Context: an optimization exercise on an open-source flow, tuned for small area. The choices shown serve that exercise and are no tape-out recipe. At most, simulation tests tie the RTL to the original design; equivalence was not proved. Power figures rest on the tool's default switching activity, not on a simulated workload.

==> flow/design.v (excerpt) <==
module gaussian_noise (Y, select, clk, Y_hat, noise_debug, reset, state);
Size in the first run: roughly 350 flip-flops.
==> flow/config.mk <==
export PLATFORM = sky130hd
export DESIGN_NAME = gaussian_noise
export DESIGN_NICKNAME = gaussian_noise
export VERILOG_FILES = /design/flow/design.v
export SDC_FILE = /design/flow/constraint.sdc
export NUM_CORES = 4
export LEC_CHECK = 0
export CAP_MARGIN = 20
export CORE_MARGIN = 2
export CORE_UTILIZATION = 40
export CTS_BUF_LIST = sky130_fd_sc_hd__clkbuf_8
export CTS_CLUSTER_DIAMETER = 60
export CTS_CLUSTER_SIZE = 16
export SLEW_MARGIN = 20
==> flow/constraint.sdc <==
create_clock -name core_clock -period 15.0 [get_ports {clk}]
set_input_delay 3.0000 -clock core_clock [delete_from_list [all_inputs] [get_ports {clk}]]
set_output_delay 3.0000 -clock core_clock [all_outputs]
set_load 0.01 [all_outputs]
standard.sh (not shown) runs the stock make flow with config.mk's settings and CLKGATE_MAP_FILE= SYNTH_SCRIPT=/design/flow/synth_recipe.tcl, a recipe that flattens the netlist after the stock synthesis.
==> flow/flow/run.sh <==
#!/bin/bash
# Standard ORFS layout, with the port buffers inserted as the smallest buffer cell.
# Each tool's full log is kept by ORFS under orfs/logs/; make's own output goes to flow_make.log.
set -euo pipefail
bash standard.sh BUFFER_PORTS_ARGS="-buffer_cell sky130_fd_sc_hd__buf_1" finish > flow_make.log 2>&1
Rerun with:
--- a/flow/design.v
+++ b/flow/design.v
@@ -63,13 +63,14 @@
 genvar ib;
 generate for (ib = 0; ib < 32; ib = ib + 1) begin : parb
   assign b0[ib] = ch[ib+5] ^ ch[ib+3];
 end endgenerate
 wire valid = ~(select[2] & select[1]);   
 wire setb = select[2] | (select[1] & select[0]);   
-wire [31:0] gs = select[2] ? (select[0] ? g5 : g4) : (select[1] ? (select[0] ? g3 : g2) : (select[0] ? g1 : g0));
+wire [5:0] sel1h = {select == 3'd5, select == 3'd4, select == 3'd3, select == 3'd2, select == 3'd1, select == 3'd0};
+wire [31:0] gs = ({32{sel1h[0]}} & g0) | ({32{sel1h[1]}} & g1) | ({32{sel1h[2]}} & g2) | ({32{sel1h[3]}} & g3) | ({32{sel1h[4]}} & g4) | ({32{sel1h[5]}} & g5);
 wire [31:0] c0 = setb ? b0 : a0, c1 = setb ? b1 : a1, c2 = setb ? b2 : a2;
 wire [31:0] v0 = c0;
 wire [31:0] v1 = c1 ^ (gs & ~c0);
 wire [31:0] v2 = c2 ^ (gs & ~(c1 & c0));
 wire [31:0] ra = v0, rb = {v1[30:0], 1'b0}, rc = {v2[29:0], 2'b0};
 wire [31:0] cs = ra ^ rb ^ rc;
Outcome: The new run passed the timing, design-rule and antenna checks; total power increases by 0.50%; clock-buffer cell count stays the same; die area goes down by 2.0%; critical path depth shrinks by 2; cell area drops by 1.6%; non-clock buffer count climbs by 6; synthesized cell count went up by 1.3%; clock skew stays flat; routed wire length rises by 7.3%.
For the second run of this note, only the layout was checked, not whether the RTL still works.

* * *

gaussian_noise, a different RTL version from the one above (not shown whole).
For scale: roughly 1,400 cells after synthesis, about 350 flip-flops, about 0.017 mm² of cells after synthesis.
Settings: LEC_CHECK=0, CAP_MARGIN=20, CORE_MARGIN=2, CORE_UTILIZATION=40, CTS_BUF_LIST=sky130_fd_sc_hd__clkbuf_16, CTS_CLUSTER_DIAMETER=100, CTS_CLUSTER_SIZE=24, SLEW_MARGIN=20; clock period 15.0 ns.
Scripts as last shown in full above: flow/flow/run.sh
The starting point produced a clean layout.
==> next run, changes <==
--- a/flow/design.v
+++ b/flow/design.v
@@ -186,32 +186,22 @@
 wire n_P54 = n_p[23] & n_P32;
 wire n_G55 = n_g[25] | (n_p[25] & n_G41);
 wire n_P55 = n_p[25] & n_P41;
 wire n_G56 = n_g[27] | (n_p[27] & n_G35);
 wire n_P56 = n_p[27] & n_P35;
 wire n_G57 = n_g[29] | (n_p[29] & n_G42);
 wire n_P57 = n_p[29] & n_P42;
 wire n_G58 = n_g[31] | (n_p[31] & n_G31);
 wire n_P58 = n_p[31] & n_P31;
 wire [31:0] n = n_p ^ {n_G31, n_G57, n_G42, n_G56, n_G35, n_G55, n_G41, n_G54, n_G32, n_G53, n_G40, n_G52, n_G34, n_G51, n_G39, n_G50, n_G29, n_G49, n_G38, n_G48, n_G33, n_G47, n_G37, n_G46, n_G25, n_G45, n_G36, n_G44, n_G17, n_G43, n_G1, 1'b0};
-reg [31:0] ns;
-always @(*) begin
-  case (select)
-    3'd0: ns = n >> 10;
-    3'd1: ns = n >> 8;
-    3'd2: ns = n >> 6;
-    3'd3: ns = n >> 4;
-    3'd4: ns = n >> 2;
-    3'd5: ns = n >> 0;
-    default: ns = 32'd0;
-  endcase
-end
+wire [31:0] ng = valid ? n : 32'd0;   
+wire [31:0] ns = select[2] ? (select[0] ? ng : ng >> 2) : (select[1] ? (select[0] ? ng >> 4 : ng >> 6) : (select[0] ? ng >> 8 : ng >> 10));
 wire [31:0] yh_p = Y ^ ns;
 wire [31:0] yh_g = Y & ns;
 wire yh_G1 = yh_g[0] | (yh_p[0] & 1'b0);
 wire yh_P1 = yh_p[0] & 1'b0;
 wire yh_G2 = yh_g[2] | (yh_p[2] & yh_g[1]);
 wire yh_P2 = yh_p[2] & yh_p[1];
 wire yh_G3 = yh_g[4] | (yh_p[4] & yh_g[3]);
 wire yh_P3 = yh_p[4] & yh_p[3];
 wire yh_G4 = yh_g[6] | (yh_p[6] & yh_g[5]);
 wire yh_P4 = yh_p[6] & yh_p[5];
@@ -364,13 +354,13 @@
 wire yh_G78 = yh_G62 | (yh_P62 & yh_G56);
 wire yh_P78 = yh_P62 & yh_P56;
 wire yh_G79 = yh_G63 | (yh_P63 & yh_G56);
 wire yh_P79 = yh_P63 & yh_P56;
 wire yh_G80 = yh_G64 | (yh_P64 & yh_G56);
 wire yh_P80 = yh_P64 & yh_P56;
 wire yh_G81 = yh_g[31] | (yh_p[31] & yh_G80);
 wire yh_P81 = yh_p[31] & yh_P80;
 wire [31:0] yh = yh_p ^ {yh_G80, yh_G79, yh_G78, yh_G77, yh_G76, yh_G75, yh_G74, yh_G73, yh_G72, yh_G71, yh_G70, yh_G69, yh_G68, yh_G67, yh_G66, yh_G65, yh_G56, yh_G55, yh_G54, yh_G53, yh_G52, yh_G51, yh_G50, yh_G49, yh_G36, yh_G35, yh_G34, yh_G33, yh_G18, yh_G17, yh_G1, 1'b0};
 assign Y_hat = yh;
-assign noise_debug = valid ? n : 32'd0;
+assign noise_debug = ng;
 assign state = select;
 endmodule
What happened: Die area is about the same; utilization fell by 0.15 points; via count is lower by 3.5%; clock-buffer cell count does not change; combinational power drops by 61%; total power drops by 12%; critical path depth rose by 3; wire length goes down by 2.4%; clock skew hardly moves; sequential power is about the same; synthesized area hardly moves; design area is lower by 0.34%.
The RTL of the first run of this note was laid out without a check of its function.

afterwards: timing with drivers on the ports:
The flow's constraints put no driver on any port. The routed layouts listed below were extracted and timed again, unchanged, in two steps. Step 1 (the two cells are an assumption about what drives the block):
set clk [get_ports {clk}]
set_driving_cell -lib_cell sky130_fd_sc_hd__clkbuf_16 $clk
set_driving_cell -lib_cell sky130_fd_sc_hd__buf_2 [delete_from_list [all_inputs] $clk]
Step 2 times the ports against the registers' clock, not the clock port: input delays grow and output delays shrink by t, the midpoint of the rising clock arrivals with the driver on. Three values: no drivers, after step 1, after step 2; two values: the first two.
run | t (ns) | setup slack, ns | clock arrival spread, ns
the first run of note 1 | 0.628 | 0.725 / 0.705 / 0.705 | 0.034 / 0.034
the second run of note 1 | 0.637 | 0.795 / 0.773 / 0.773 | 0.027 / 0.028
the first run of note 2 | 0.565 | 0.804 / 0.779 / 0.779 | 0.026 / 0.027
the second run of note 2 | 0.551 | 0.681 / 0.661 / 0.661 | 0.024 / 0.023
After both steps setup and hold are still met in every run listed. The setup slack of the first run of note 2, which loses most, moves by -0.025 ns with the drivers and by -0.025 ns with both steps.
